This design comes from an exercise in tuning for small area on the open sky130 flow, not from production work.
Only simulation tests tie the RTL to the original design; equivalence was not proved.
No activity file was given, so power comes from the tool's default toggle rates.

### flow/design.v
`timescale 1ns / 1ps
module ld19_rx_top( uart_rx, sysclk, rst, led, led0_r, led0_g, led0_b );
    input uart_rx;
    input sysclk;
    input rst;
    output [1:0] led;
    output led0_r;
    output led0_g;
    output led0_b;
    localparam [4:0] INIT = 5'd8, INIT_HIGH = 5'd9, RDY = 5'd10,
                     H0 = 5'd11, H19 = 5'd30, H20 = 5'd31;
    localparam [4:0] TSTART = 5'd5, TEND = 5'd31;
    localparam [7:0] header = 8'h54;
    reg [4:0] ph;
    reg [4:0] tm;
    reg       mm;
    wire run  = (ph >= H0);
    wire tick = (tm == TEND);
    wire ev   = (ph == H19) && (tm == TSTART + 5'd1);
    wire [4:0] rel  = ph - 5'd13;
    wire samp = tick && (ph >= 5'd13) && (ph <= 5'd27) && ph[0];
    wire expb = header[rel[3:1]];
    always @(posedge sysclk) begin
        tm <= (!run || tick) ? TSTART : tm + 1'b1;
        if (rst)
            ph <= INIT;
        else if (ph == INIT) begin
            if (uart_rx) ph <= INIT_HIGH;
        end else if (ph == INIT_HIGH || ph == RDY) begin
            if (!uart_rx) ph <= ph + 1'b1;
        end else if (tick)
            ph <= (ph == H20) ? RDY : ph + 1'b1;
        if (rst || ev)
            mm <= 1'b0;
        else if (samp && (uart_rx != expb))
            mm <= 1'b1;
    end
    reg [8:0] pb;      
    reg [2:0] pk;      
    reg [2:0] se;      
    reg       tog;
    always @(posedge sysclk) begin
        if (rst) begin
            pb <= 9'd0;
            pk <= 3'd0;
            se <= 3'd0;
            tog <= 1'b0;
        end else if (ev) begin
            if (pk == 3'd6) begin
                pk <= 3'd0;
                se <= 3'd0;
                tog <= ~tog;
            end else if (pk == 3'd5)
                pk <= 3'd6;
            else if (pb == 9'd300) begin
                pk <= pk + 1'b1;
                pb <= 9'd0;
            end else begin
                pb <= pb + 1'b1;
                if (pb == 9'd0 && mm)
                    se <= (se == 3'd0) ? 3'd2 : se + 1'b1;
            end
        end
    end
    assign led = (pk == 3'd6) ? se[2:1] : 2'b00;
    assign led0_r = tog;
    assign led0_g = 1'b1;
    assign led0_b = 1'b1;
endmodule
### flow/run.sh
#!/bin/bash
# synth_recipe.tcl (not shown) runs the flow's synth.tcl, then flattens the netlist and writes it again
# the make line also repeats each setting of config.mk as NAME=value (left out here)
make -C /OpenROAD-flow-scripts/flow DESIGN_CONFIG=/design/flow/config.mk WORK_HOME=/design/flow/orfs CLKGATE_MAP_FILE= SYNTH_SCRIPT=/design/flow/synth_recipe.tcl finish
### flow/config.mk
export PLATFORM = sky130hd
export DESIGN_NAME = ld19_rx_top
export DESIGN_NICKNAME = ld19_rx_top
export VERILOG_FILES = /design/flow/design.v
export SDC_FILE = /design/flow/constraint.sdc
export NUM_CORES = 4
export LEC_CHECK = 0
export CAP_MARGIN = 20
export CORE_MARGIN = 2
export CORE_UTILIZATION = 40
export SLEW_MARGIN = 20
### flow/constraint.sdc
create_clock -name core_clock -period 10.0 [get_ports {sysclk}]
set_input_delay 2.0000 -clock core_clock [delete_from_list [all_inputs] [get_ports {sysclk}]]
set_output_delay 2.0000 -clock core_clock [all_outputs]
set_load 0.01 [all_outputs]
==> reports/metrics.cfg <==
[timing]
max_clock_freq_mhz=268.4
finalMaxSlewViolations=0
worst_pin_slew_ps=654.7
finalCritPeriodShare_pct=37.26
hold_viol_final=0
skew_ps=6.241
rsz0062_at_grt=false
tns_ps=0
relSlewSlack_pct=56.28
fin_crit_ps=3726
setup_viol=0
timing.final.ws_setup_ps=6274
hold_slack_ps=424.7

[critical_path]
cp-end-kind=output port
startpoint_type=register
crit_type=reg -> out
crit_chain=nand2_1 -> nor2_1 -> and2_1 -> clkdlybuf4s50_1
cpPeakStageDelay_ps=520
cp_slowest_cell=clkdlybuf4s50_1
worstPathRequired_ps=8000
cp.arrival_ps=1730
crit_path_max_fanout=8

[place]
portBuffers=5
gp_congestion=0.8112
hpwl_um=2278
dp_slack_ps=6446
placed_area_mm2=0.001712

[clock_network]
cts_setup_buffers=0
clock-sinks=27
cts_made_buffers=3
post_cts_resized=0
root_buffer=clkbuf_8
h-tree-depth=1
clk_path_buf_depth=2
cts_tree=yes
path_clk_slew_ps=90
ctsHoldBuffers=0
clk_latency_ps=270

[synthesis]
syn_area_mm2=0.001640
yosys.area.top_type=dfxtp_1
syn_avg_cell_area_um2=8.588
synthCells=191
ys_seq_elements=27
synth.yosys.warnings=1
ys_types=51
synth_area_leaders=dfxtp_1, ha_1, nor2_1
yosys.area.top_type_share_pct=32.95
yosysSeqAreaShare_pct=32.95

[die]
die_width_um=68.04
core_area_mm2=0.003971
placementRows=23
die_height_um=68.04
dieArea_mm2=0.004629
start_util_pct=41.30
ios=8

[layout]
nets=210
final_util_pct=44.23
n_fill_cell=386
diodes=0
area_growth_pct=7.094
fin_area_mm2=0.001757
drive_above_1_share_pct=8.808

[route]
routedWlPerCell_um=12.25
dr.first_iter.drc_count=79
drt_first_pass_iters=4
finalWirelength_um=2976
vias=1281
ant_nets=0
drc=0
viasPerCell=5.272

[pwr]
peakVddDrop_mv=0.07590
leakagePower_nw=0.7870
power.density_mw_per_mm2=103.6

[grt]
antenna_found_initial=0
grt_max_degree=17
grt_pass1_vias=1259
grt_overflow_total=0
grt_pass1_wl_um=5326
grt.total_usage_pct=14.87

[run_status]
status=finished clean

[job]
drv_cap=0

[min_path]
hp-class=reg -> reg

==> final timing paths <==
kind	depth (start not counted)	slack (ps)	start	to
setup / recovery	4	6270	pk[2]$_SDFFE_PP0P_	led[1]
hold / removal	1	420	tm[0]$_SDFF_PP1_	tm[0]$_SDFF_PP1_
setup reg to reg	6	7710	ph[0]$_SDFFE_PP0P_	pb[6]$_SDFFE_PP0P_
hold reg to reg	1	420	tm[0]$_SDFF_PP1_	tm[0]$_SDFF_PP1_
==> critical path: cells and delay by family, from the launching register on <==
family / cells / cell delay, ps
flops: 1 / 490
buf+inv: 1 / 520
simple gates: 3 / 440
==> cells in the mapped netlist (all sizes together) <==
master and instances:
or3 3, o21a 1, nand2 17, nand4b 2
or4 1, o32a 1, nand3 9, o21ai 8
a31oi 1, a2111oi 1, nor2b 1, or3b 2
a2bb2oi 1, conb 1, a21oi 9, and2 3
o41a 1, xor2 9, o211ai 1, a21o 2
nor3b 1, ha 13, nand3b 2, nand4 3
nand2b 2, nor3 4, or4b 3, clkbuf 2
o32ai 2, and3 4, o41ai 1, o31ai 2
a21boi 3, xnor2 3, a211oi 3, nor2 24
buf 6, inv 12, dfxtp 27
==> kinds of logic after synthesis <==
| kind of cell | after synthesis | share of synthesized area, % |
|---|---|---|
| buffers and inverters | 20 | 5.492 |
| DFF | 27 | 32.95 |
| adders and majority gates | 13 | 9.916 |
| and+or+nand+nor | 81 | 28.76 |
| xor gates and xnor gates | 12 | 6.408 |
| AOI/OAI and AO/OA | 37 | 16.25 |
| other | 1 | 0.2286 |
==> layout by cell type, fill, tap and decap left out, types with 2 or more instances in the layout <==
cell / synthesis / final
dfxtp_1: 27 / 27
nor2_1: 22 / 22
nand2_1: 17 / 17
ha_1: 13 / 13
inv_1: 12 / 12
a21oi_1: 9 / 9
xor2_1: 9 / 9
nand3_1: 8 / 8
o21ai_0: 5 / 5
clkdlybuf4s50_1: 0 / 5
nor3_1: 4 / 4
and3_1: 3 / 3
and2_1: 3 / 3
nand4_1: 3 / 3
xnor2_1: 3 / 3
a21boi_1: 3 / 3
or3_1: 3 / 3
clkbuf_8: 0 / 3
a211oi_2: 2 / 2
a21o_1: 2 / 2
o21ai_1: 2 / 2
nand3b_1: 2 / 2
o32ai_1: 2 / 2
o31ai_1: 2 / 2
nand2b_1: 2 / 2
conb_1: 1 / 2
==> where the power goes <==
group | leakage [nW] | total, W | switching, W | internal [W]
Clock | 0.0228 | 0.0000608 | 0.0000323 | 0.0000285
Combinational | 0.546 | 0.0000122 | 0.00000739 | 0.00000478
Sequential | 0.218 | 0.000109 | 0.00000109 | 0.000108
Total | 0.787 | 0.000182 | 0.0000407 | 0.000141
==> cell type report <==
type	count	area, um2	area share [%]
inverter	12	45.04	2.564
clock buffer	4	45.04	2.564
sequential	27	540.5	30.77
timing repair buffer	5	50.05	2.849
tap	50	62.56	3.561
multi-input combinational	145	1013	57.69
==> flip-flops by register name, indices dropped and copies added (netlist names) <==
name / cells
pb: 9
ph: 5
tm: 5
tog: 1
pk: 3
mm: 1
se: 3
==> layer usage <==
| layer | wire length [um] | part of all wire, % | vias up | GRT usage [%] |
|---|---|---|---|---|
| li1 | - | - | 664 | - |
| met1 | 1465 | 49 | 599 | 18.21 |
| met2 | 1389 | 47 | 14 | 26.09 |
| met5 | 0 | 0 | - | 0 |
| met3 | 100 | 3.4 | 4 | 3.947 |
| met4 | 21 | 0.71 | 0 | 3.000 |
==> through the flow <==
| step | total power [W] | cells |
|---|---|---|
| after floorplan | 0.0001211 | 192 |
| after global placement | 0.0001234 | 239 |
| after detailed placement | 0.0001236 | 239 |
| after CTS | 0.0001845 | 243 |
| after global routing | 0.0001921 | 243 |
| final | 0.0001820 | 243 |

-- afterwards: timing with drivers on the ports --
The flow's constraints put no driver on any port. The routed layout listed below was extracted and timed again, unchanged, in two steps.
Step 1: set_driving_cell puts a clkbuf_16 on sysclk and a buf_2 on each other input, an assumption about the parent block.
Step 2 also shifts input and output timing later by t, the mid clock arrival at the registers, as if the neighbouring blocks saw the same clock.
Slacks: ideal ports / drivers / drivers and shift; pairs: ideal ports / drivers.
shift t [ns]: 0.293
slack for setup (ns): 6.274 / 6.248 / 6.452
hold slack, ns: 0.425 / 0.425 / 0.425
worst setup path at the end: input to register
After both steps setup and hold are still met in this run. The setup slack of this run moves by -0.026 ns with the drivers and by +0.178 ns with both steps.
